From an optimization exercise on the open Yosys and OpenROAD flow, aimed at small area; shortcuts taken in it are not production practice.
Only simulation tests tie the RTL to the original design; equivalence was not proved.
Power figures rest on the tool's default switching activity, not on a simulated workload. The clock port is modelled as an ideal driver; clocking choices that lean on that would not hold on a real chip.

indigo:
## NV_NVDLA_NOCIF_DRAM_READ_ig
module NV_NVDLA_NOCIF_DRAM_READ_ig (
   nvdla_core_clk
  ,nvdla_core_rstn
  ,pwrbus_ram_pd
  ,eg2ig_axi_vld
  ,client02mcif_lat_fifo_depth
  ,client02mcif_rd_cdt_lat_fifo_pop
  ,client02mcif_rd_req_valid
  ,client02mcif_rd_req_ready
  ,client02mcif_rd_req_pd
  ,client02mcif_rd_wt
  ,client02mcif_rd_axid
  ,client12mcif_lat_fifo_depth
  ,client12mcif_rd_cdt_lat_fifo_pop
  ,client12mcif_rd_req_valid
  ,client12mcif_rd_req_ready
  ,client12mcif_rd_req_pd
  ,client12mcif_rd_wt
  ,client12mcif_rd_axid
  ,client22mcif_lat_fifo_depth
  ,client22mcif_rd_cdt_lat_fifo_pop
  ,client22mcif_rd_req_valid
  ,client22mcif_rd_req_ready
  ,client22mcif_rd_req_pd
  ,client22mcif_rd_wt
  ,client22mcif_rd_axid
  ,client32mcif_lat_fifo_depth
  ,client32mcif_rd_cdt_lat_fifo_pop
  ,client32mcif_rd_req_valid
  ,client32mcif_rd_req_ready
  ,client32mcif_rd_req_pd
  ,client32mcif_rd_wt
  ,client32mcif_rd_axid
  ,client42mcif_lat_fifo_depth
  ,client42mcif_rd_cdt_lat_fifo_pop
  ,client42mcif_rd_req_valid
  ,client42mcif_rd_req_ready
  ,client42mcif_rd_req_pd
  ,client42mcif_rd_wt
  ,client42mcif_rd_axid
  ,client52mcif_lat_fifo_depth
  ,client52mcif_rd_cdt_lat_fifo_pop
  ,client52mcif_rd_req_valid
  ,client52mcif_rd_req_ready
  ,client52mcif_rd_req_pd
  ,client52mcif_rd_wt
  ,client52mcif_rd_axid
  ,client62mcif_lat_fifo_depth
  ,client62mcif_rd_cdt_lat_fifo_pop
  ,client62mcif_rd_req_valid
  ,client62mcif_rd_req_ready
  ,client62mcif_rd_req_pd
  ,client62mcif_rd_wt
  ,client62mcif_rd_axid
  ,client72mcif_lat_fifo_depth
  ,client72mcif_rd_cdt_lat_fifo_pop
  ,client72mcif_rd_req_valid
  ,client72mcif_rd_req_ready
  ,client72mcif_rd_req_pd
  ,client72mcif_rd_wt
  ,client72mcif_rd_axid
  ,reg2dp_rd_os_cnt
  ,cq_wr_pd
  ,cq_wr_pvld
  ,cq_wr_prdy
  ,cq_wr_thread_id
  ,mcif2noc_axi_ar_araddr
  ,mcif2noc_axi_ar_arready
  ,mcif2noc_axi_ar_arid
  ,mcif2noc_axi_ar_arlen
  ,mcif2noc_axi_ar_arvalid
);
input         nvdla_core_clk;
input         nvdla_core_rstn;
input  [31:0] pwrbus_ram_pd;
input         eg2ig_axi_vld;
input  [7:0]  client02mcif_lat_fifo_depth;
input         client02mcif_rd_cdt_lat_fifo_pop;
input         client02mcif_rd_req_valid;
output        client02mcif_rd_req_ready;
input  [46:0] client02mcif_rd_req_pd;
input  [7:0]  client02mcif_rd_wt;
input  [3:0]  client02mcif_rd_axid;
  ...
Size: about 5,500 cells after synthesis, roughly 2,200 flip-flops, roughly 660 I/O pins, about 88,000 um^2 of cells after synthesis.
export LEC_CHECK = 0
export CAP_MARGIN = 20
export CORE_MARGIN = 2
export CORE_UTILIZATION = 65
export PLACE_DENSITY = 0.75
export SETUP_SLACK_MARGIN = 0.05
export SLEW_MARGIN = 20
create_clock -name core_clock -period 6.0 [get_ports {nvdla_core_clk}]
standard.sh (not shown) runs the stock make flow with config.mk's settings and CLKGATE_MAP_FILE= SYNTH_SCRIPT=/design/flow/synth_recipe.tcl, a recipe that flattens the netlist after the stock synthesis.
==> flow/flow/run.sh <==
#!/bin/bash
# The standard layout (the standard.sh, standard synthesis unchanged), with
# these changes: the port buffers are buf_1 cells; clock tree synthesis uses
# larger sink clusters and no dummy loads; and after global routing, cells on
# paths with spare slack are downsized (RECOVER_POWER). Tool output goes to
# standard.log.
export BUFFER_PORTS_ARGS="-buffer_cell sky130_fd_sc_hd__buf_1"
export CTS_ARGS="-sink_clustering_enable -repair_clock_nets -dont_use_dummy_load -sink_clustering_size 30 -sink_clustering_max_diameter 100"
export RECOVER_POWER=100
bash standard.sh > standard.log 2>&1
Although it ran to completion, indigo produced a layout that fails the final checks because of capacitance limit, slew limit.
The inputs of raven differ from those of indigo as listed below.
- an added GPL_TIMING_DRIVEN of 0
- a change of CAP_MARGIN from 20 to 5
- a change of SLEW_MARGIN from 20 to 5
==> flow/flow/run.sh <==
#!/bin/bash
# The standard layout (the standard.sh, standard synthesis unchanged), with
# two changes: the port buffers are buf_1 cells, and clock tree synthesis uses
# clkbuf_8 buffers, set sink clusters and no dummy loads. Tool output goes to standard.log.
export BUFFER_PORTS_ARGS="-buffer_cell sky130_fd_sc_hd__buf_1"
export CTS_ARGS="-sink_clustering_enable -repair_clock_nets -dont_use_dummy_load -sink_clustering_size 18 -sink_clustering_max_diameter 60 -buf_list sky130_fd_sc_hd__clkbuf_8"
bash standard.sh > standard.log 2>&1
--- outcome ---
raven: no failed stages, no open violations at the end. In indigo the implementation completed, yet the final layout does not meet the checks, the culprit being capacitance limit, slew limit. Arrival time reported for the critical path endpoint was higher in raven than in indigo. raven has cell area above what indigo had. raven vs indigo — number of clock buffers in the layout rose about 80%. raven: share of the cycle needed by the critical path after routing is 0.84 points lower than what indigo reported. In the flow results for indigo and raven, the number of buffers outside the clock class in the layout is larger on raven. Compared with indigo, raven shows a higher CTS H-tree depth.
Relative to raven, the following input files were edited for willow:
- GPL_TIMING_DRIVEN removed (was 0)
==> flow/flow/run.sh <==
#!/bin/bash
# The standard layout (the standard.sh, standard synthesis unchanged), with
# two changes: the port buffers are buf_1 cells, and clock tree synthesis uses
# clkbuf_8 buffers, set sink clusters and no dummy loads. Tool output goes to standard.log.
export BUFFER_PORTS_ARGS="-buffer_cell sky130_fd_sc_hd__buf_1"
export CTS_ARGS="-sink_clustering_enable -repair_clock_nets -dont_use_dummy_load -sink_clustering_size 15 -sink_clustering_max_diameter 60 -buf_list sky130_fd_sc_hd__clkbuf_8"
bash standard.sh > standard.log 2>&1
### Flow results
- Arrival time at the worst endpoint delta (raven -> willow): insignificant
- On portion of the clock cycle consumed by the worst path in the final layout, willow and raven are neck and neck.
- The total chip power of willow falls short of that of raven by 0.40%.
- Of the two values seen for critical path endpoint, u_client3.hd_addr[28] was produced by raven and u_client5.hd_addr[28] by willow.
- willow against raven: half-perimeter wire length of the detailed placement result fell 13,000 um, maximum frequency has remained practically unchanged.
Setup changes, willow to fjord
- changing PLACE_DENSITY from 0.75 to 0.8
- changing SETUP_SLACK_MARGIN from 0.05 to 0.0
- changing CORE_UTILIZATION from 65 to 70
==> flow/flow/run.sh <==
#!/bin/bash
# The standard layout (the standard.sh, standard synthesis unchanged), with
# two changes: the port buffers are buf_1 cells, and clock tree synthesis uses
# larger sink clusters and no dummy loads. Tool output goes to standard.log.
export BUFFER_PORTS_ARGS="-buffer_cell sky130_fd_sc_hd__buf_1"
export CTS_ARGS="-sink_clustering_enable -repair_clock_nets -dont_use_dummy_load -sink_clustering_size 25 -sink_clustering_max_diameter 80"
bash standard.sh > standard.log 2>&1
- Total iterations of the first detailed-routing run: fjord vs willow down 3
- NOTE count of vias placed by the detailed router willow->fjord increased slightly
- Diff willow -> fjord: non-clock buffer count went up by 15, power share of the sequential group shrank by 0.7 points.
- Cell area after layout across willow and fjord: no real change.
- Depth of the most critical reg-to-reg path: fjord vs willow down 3.3%
- Between willow and fjord, total power is lower for willow, fjord comes in above that.
- Compared with willow, peak clock frequency supported by timing in fjord decreased by a few percent.
- willow and fjord ended up with nearly the same total cell area at the placement stage.
- Going from willow to fjord, the layout net count was found to have gone down by 0.79%.

==> separate check: timing with driven ports <==
The flow's constraints put no driver on any port. The routed layouts listed below were extracted and timed again, unchanged, in two steps. Step 1: set_driving_cell puts a clkbuf_16 on nvdla_core_clk and a buf_2 on each other input, an assumption about the parent block. Step 2 also shifts input and output timing later by t, the mid clock arrival at the registers, as if the neighbouring blocks saw the same clock. a / b / c = ideal ports / drivers / drivers and shift; a / b = the first two.
run	t (ns)	slack for setup (ns)	worst hold slack (ns)
indigo	0.799	0.153 / 0.153 / -0.442	0.396 / 0.396 / 0.396
raven	0.952	0.204 / 0.204 / -0.678	0.314 / 0.263 / 0.387
willow	0.984	0.210 / 0.210 / -0.032	0.348 / 0.295 / 0.402
fjord	0.807	0.088 / 0.088 / -0.131	0.333 / 0.283 / 0.427
The setup slack of raven, which loses most, moves by 0.000 ns with the drivers and by -0.882 ns with both steps.
